From an optimization exercise on the open Yosys and OpenROAD flow, aimed at small area and a short achievable clock period; shortcuts taken in it are not production practice.
Where RTL was checked, it was by simulation tests only, not by an equivalence proof against the original.

## accelerator
module accelerator #(
    parameter MAP_SIZE = 9'h00a,
    parameter k = 9'h003,
    parameter p = 9'h002,
    parameter s = 1,
    parameter ptype = 1,
    parameter act_type = 0,
    parameter N = 8,
    parameter Q = 4,
    parameter AW = 8,
    parameter DW = 8,
    parameter [N-1:0] p_sqr_inv = 8'b00000100
    )(
    input clk,
    input global_rst,
    input ce,
    input [N-1:0] activation,
    input [(k*k)*N-1:0] weight1,
    output [N-1:0] data_out,
    output valid_op,
    output end_op,
    output [N-1:0] conv_out,
    output conv_valid,
    output conv_end
    );
Size: about 2300 cells after synthesis, roughly 340 flip-flops, about 100 I/O pins, about 24000 um^2 of cells after synthesis.
clock: 8.0 ns
lec_check: 0
cap_margin: 20
core_margin: 2
core_utilization: 70
cts_cluster_diameter: 120
cts_cluster_size: 24
place_density: 0.8
setup_slack_margin: 3.0
slew_margin: 20
standard.sh (not shown) runs the stock make flow with config.mk's settings and CLKGATE_MAP_FILE= SYNTH_SCRIPT=/design/flow/synth_recipe.tcl, a recipe that flattens the netlist after the stock synthesis.
==> flow/flow/run.sh <==
#!/bin/bash
# The standard layout (the standard.sh: ORFS synthesis to finish), except
# that the port buffers are buf_1 cells instead of the cell buffer_ports picks
# by itself (clkdlybuf4s50_1). make's full output goes to standard.log; each
# ORFS step also keeps its own log under orfs/logs/.
set -euo pipefail
bash standard.sh "BUFFER_PORTS_ARGS=-buffer_cell sky130_fd_sc_hd__buf_1" finish > standard.log 2>&1
The starting point finished clean.
Change:
--- a/flow/config.mk
+++ b/flow/config.mk
@@ -12,0 +13 @@
+export GPL_TIMING_DRIVEN = 0
@@ -14 +15 @@
-export SETUP_SLACK_MARGIN = 3.0
+export SETUP_SLACK_MARGIN = 3.1
Routed wire length goes up by 31%.
Count of clock-buffer cells in the layout rose by 2.
Area after synthesis is unchanged.
Die area is unchanged.
Change:
--- a/flow/config.mk
+++ b/flow/config.mk
@@ -13 +12,0 @@
-export GPL_TIMING_DRIVEN = 0
@@ -16,0 +16 @@
+export TNS_END_PERCENT = 5
After rerunning: The changed run finished with timing, DRC and antenna clean. Final area is lower by a few percent. Non-clock buffer count decreases by 148. Register-to-register slack improved by 0.22 ns. Area after synthesis does not change. Die area is unchanged. Routed wire length is lower by a quarter to a third. Utilization fell by 4.3 points.


Setup of job 2997:
accelerator, a different RTL version from the one above (not shown whole).
For scale: about 340 flip-flops, roughly 100 I/O pins.
==> flow/config.mk <==
export PLATFORM = sky130hd
export DESIGN_NAME = accelerator
export DESIGN_NICKNAME = accelerator
export VERILOG_FILES = /design/flow/design.v
export SDC_FILE = /design/flow/constraint.sdc
export NUM_CORES = 4
export LEC_CHECK = 0
export ABC_AREA = 1
export CAP_MARGIN = 20
export CORE_MARGIN = 2
export CORE_UTILIZATION = 40
export SETUP_SLACK_MARGIN = 3.0
export SLEW_MARGIN = 20
==> flow/constraint.sdc <==
create_clock -name core_clock -period 8.0 [get_ports {clk}]
set_input_delay 1.6000 -clock core_clock [delete_from_list [all_inputs] [get_ports {clk}]]
set_output_delay 1.6000 -clock core_clock [all_outputs]
set_load 0.01 [all_outputs]
run.sh (not shown) runs the stock make flow with config.mk's settings and CLKGATE_MAP_FILE= SYNTH_SCRIPT=/design/flow/synth_recipe.tcl, a recipe that flattens the netlist after the stock synthesis.
Stock flow here: none of the scripts above is used.
What job 1609 does differently from job 2997 at the input level:
Settings: an added PLACE_DENSITY of 0.75; a change of CORE_UTILIZATION from 40 to 65; a deleted ABC_AREA that had been 1.
[summary]
- Both conditions hold for job 1609: the flow ran to the end and the final layout passed the timing, DRC and antenna checks.
- Job 2997 did not stop at any stage, and its layout met the timing, DRC and antenna checks.
- The critical path depth in job 1609 sits 17 below the value recorded for job 2997.
- From job 2997 to job 1609 the numbers moved as follows: global-route track usage on met1 increased 13 points, placer's final routability congestion estimate decreased 0.029.
Inputs modified between job 1609 and job 9730:
Settings: CORE_UTILIZATION changed from 65 to 40; PLACE_DENSITY removed (was 0.75).
## What came out
Looking at met3 demand-to-capacity share in global routing, job 9730 sits below job 1609. Of job 9730 and job 1609, the run reporting the lower met3 wire length was job 9730. Clock-buffer cell count in job 9730 is 13 higher than in job 1609.
No run of this note included a check of the RTL's function; only the layout flow was run.


Another version of the RTL of accelerator (not shown whole).
For scale: roughly 2300 cells after synthesis, roughly 340 flip-flops, about 100 I/O pins, roughly 0.025 mm^2 of cells after synthesis.
export LEC_CHECK = 0
export CAP_MARGIN = 20
export CORE_MARGIN = 2
export CORE_UTILIZATION = 65
export CTS_CLUSTER_DIAMETER = 120
export CTS_CLUSTER_SIZE = 24
export PLACE_DENSITY = 0.75
export SETUP_SLACK_MARGIN = 3.25
export SLEW_MARGIN = 20
create_clock -name core_clock -period 8.0 [get_ports {clk}]
standard.sh (not shown) runs the stock make flow with config.mk's settings and CLKGATE_MAP_FILE= SYNTH_SCRIPT=/design/flow/synth_recipe.tcl, a recipe that flattens the netlist after the stock synthesis.
Scripts as last shown in full above: flow/flow/run.sh
==> next run, changes <==
--- a/flow/flow/run.sh
+++ b/flow/flow/run.sh
@@ -7 +7 @@
-bash standard.sh "BUFFER_PORTS_ARGS=-buffer_cell sky130_fd_sc_hd__buf_1" finish > standard.log 2>&1
+bash standard.sh "BUFFER_PORTS_ARGS=-buffer_cell sky130_fd_sc_hd__buf_1" RECOVER_POWER=100 finish > standard.log 2>&1
- CTS_CLUSTER_DIAMETER: 120 -> default
- CTS_CLUSTER_SIZE: 24 -> default
- SETUP_SLACK_MARGIN: 3.25 -> 3.0
With this change the flow completed and failed the layout checks on max-capacitance violations, max-slew violations; die area stays the same; cell area drops by 0.94%; cell count goes down by 0.34%; register-to-register slack loses 1500 ps; wire length went down by 1.5%; critical path depth is unchanged; non-clock buffer count is lower by 49.
==> next run, changes <==
--- a/flow/flow/run.sh
+++ b/flow/flow/run.sh
@@ -7 +7 @@
-bash standard.sh "BUFFER_PORTS_ARGS=-buffer_cell sky130_fd_sc_hd__buf_1" RECOVER_POWER=100 finish > standard.log 2>&1
+bash standard.sh "BUFFER_PORTS_ARGS=-buffer_cell sky130_fd_sc_hd__buf_1" finish > standard.log 2>&1
- CTS_CLUSTER_DIAMETER: default -> 120
- CTS_CLUSTER_SIZE: default -> 24
Outcome:
- Now the flow finished with timing, DRC and antenna clean
- utilization drops by 1.8 points
- worst setup slack improved by 1400 ps
- routed wire length drops by 2.0%
- synthesized cell count stays the same
- worst hold slack improved by 29 ps
==> next run, changes <==
==> flow/run.sh (new file) <==
#!/bin/bash
# synth_recipe.tcl (not shown) runs the flow's synth.tcl, then flattens the netlist and writes it again
# the make line also repeats each setting of config.mk as NAME=value (left out here)
make -C /OpenROAD-flow-scripts/flow DESIGN_CONFIG=/design/flow/config.mk WORK_HOME=/design/flow/orfs CLKGATE_MAP_FILE= SYNTH_SCRIPT=/design/flow/synth_recipe.tcl finish
- CTS_CLUSTER_DIAMETER: 120 -> default
- CTS_CLUSTER_SIZE: 24 -> default
removed: flow/flow/run.sh
removed: flow/standard.sh
Result: The changed run finished with timing, DRC and antenna clean; maximum frequency falls by a few percent; clock-buffer cell count grows by 15; wire length grows slightly; hold slack gets better by 42 ps; sequential cell count is unchanged; register-to-register slack is about the same.

==> separate check: timing with driven ports <==
Ports are ideal in the flow. The routed layouts listed here were re-timed in OpenROAD. Step 1 (the two cells are an assumption about what drives the block):
set clk [get_ports {clk}]
set_driving_cell -lib_cell sky130_fd_sc_hd__clkbuf_16 $clk
set_driving_cell -lib_cell sky130_fd_sc_hd__buf_2 [delete_from_list [all_inputs] $clk]
Step 2 times the ports against the registers' clock, not the clock port: input delays grow and output delays shrink by t, the midpoint of the rising clock arrivals with the driver on. Three values: ideal ports, drivers, drivers and shift; two values: the first two.
| run | t, ns | setup WS [ns] | slew at the worst register clock pin (ns) |
|---|---|---|---|
| the first run of note 1 | 0.596 | 3.129 / 3.129 / 2.611 | 0.10 / 0.10 |
| the second run of note 1 | 0.597 | 2.899 / 2.899 / 2.678 | 0.11 / 0.11 |
| the third run of note 1 | 0.590 | 3.124 / 3.124 / 2.682 | 0.11 / 0.11 |
| job 2997 | 0.624 | 3.187 / 3.187 / 2.641 | 0.06 / 0.06 |
| job 1609 | 0.602 | 3.136 / 3.084 / 2.621 | 0.06 / 0.06 |
| job 9730 | 0.622 | 3.112 / 3.098 / 2.525 | 0.06 / 0.06 |
| the first run of note 3 | 0.591 | 3.306 / 3.306 / 2.829 | 0.11 / 0.11 |
| the second run of note 3 | 0.606 | 1.786 / 1.786 / 1.301 | 0.07 / 0.07 |
| the third run of note 3 | 0.595 | 3.228 / 3.228 / 2.706 | 0.11 / 0.11 |
| the fourth run of note 3 | 0.603 | 3.101 / 3.048 / 2.569 | 0.07 / 0.07 |
The setup slack of job 9730, which loses most, moves by -0.014 ns with the drivers and by -0.587 ns with both steps.
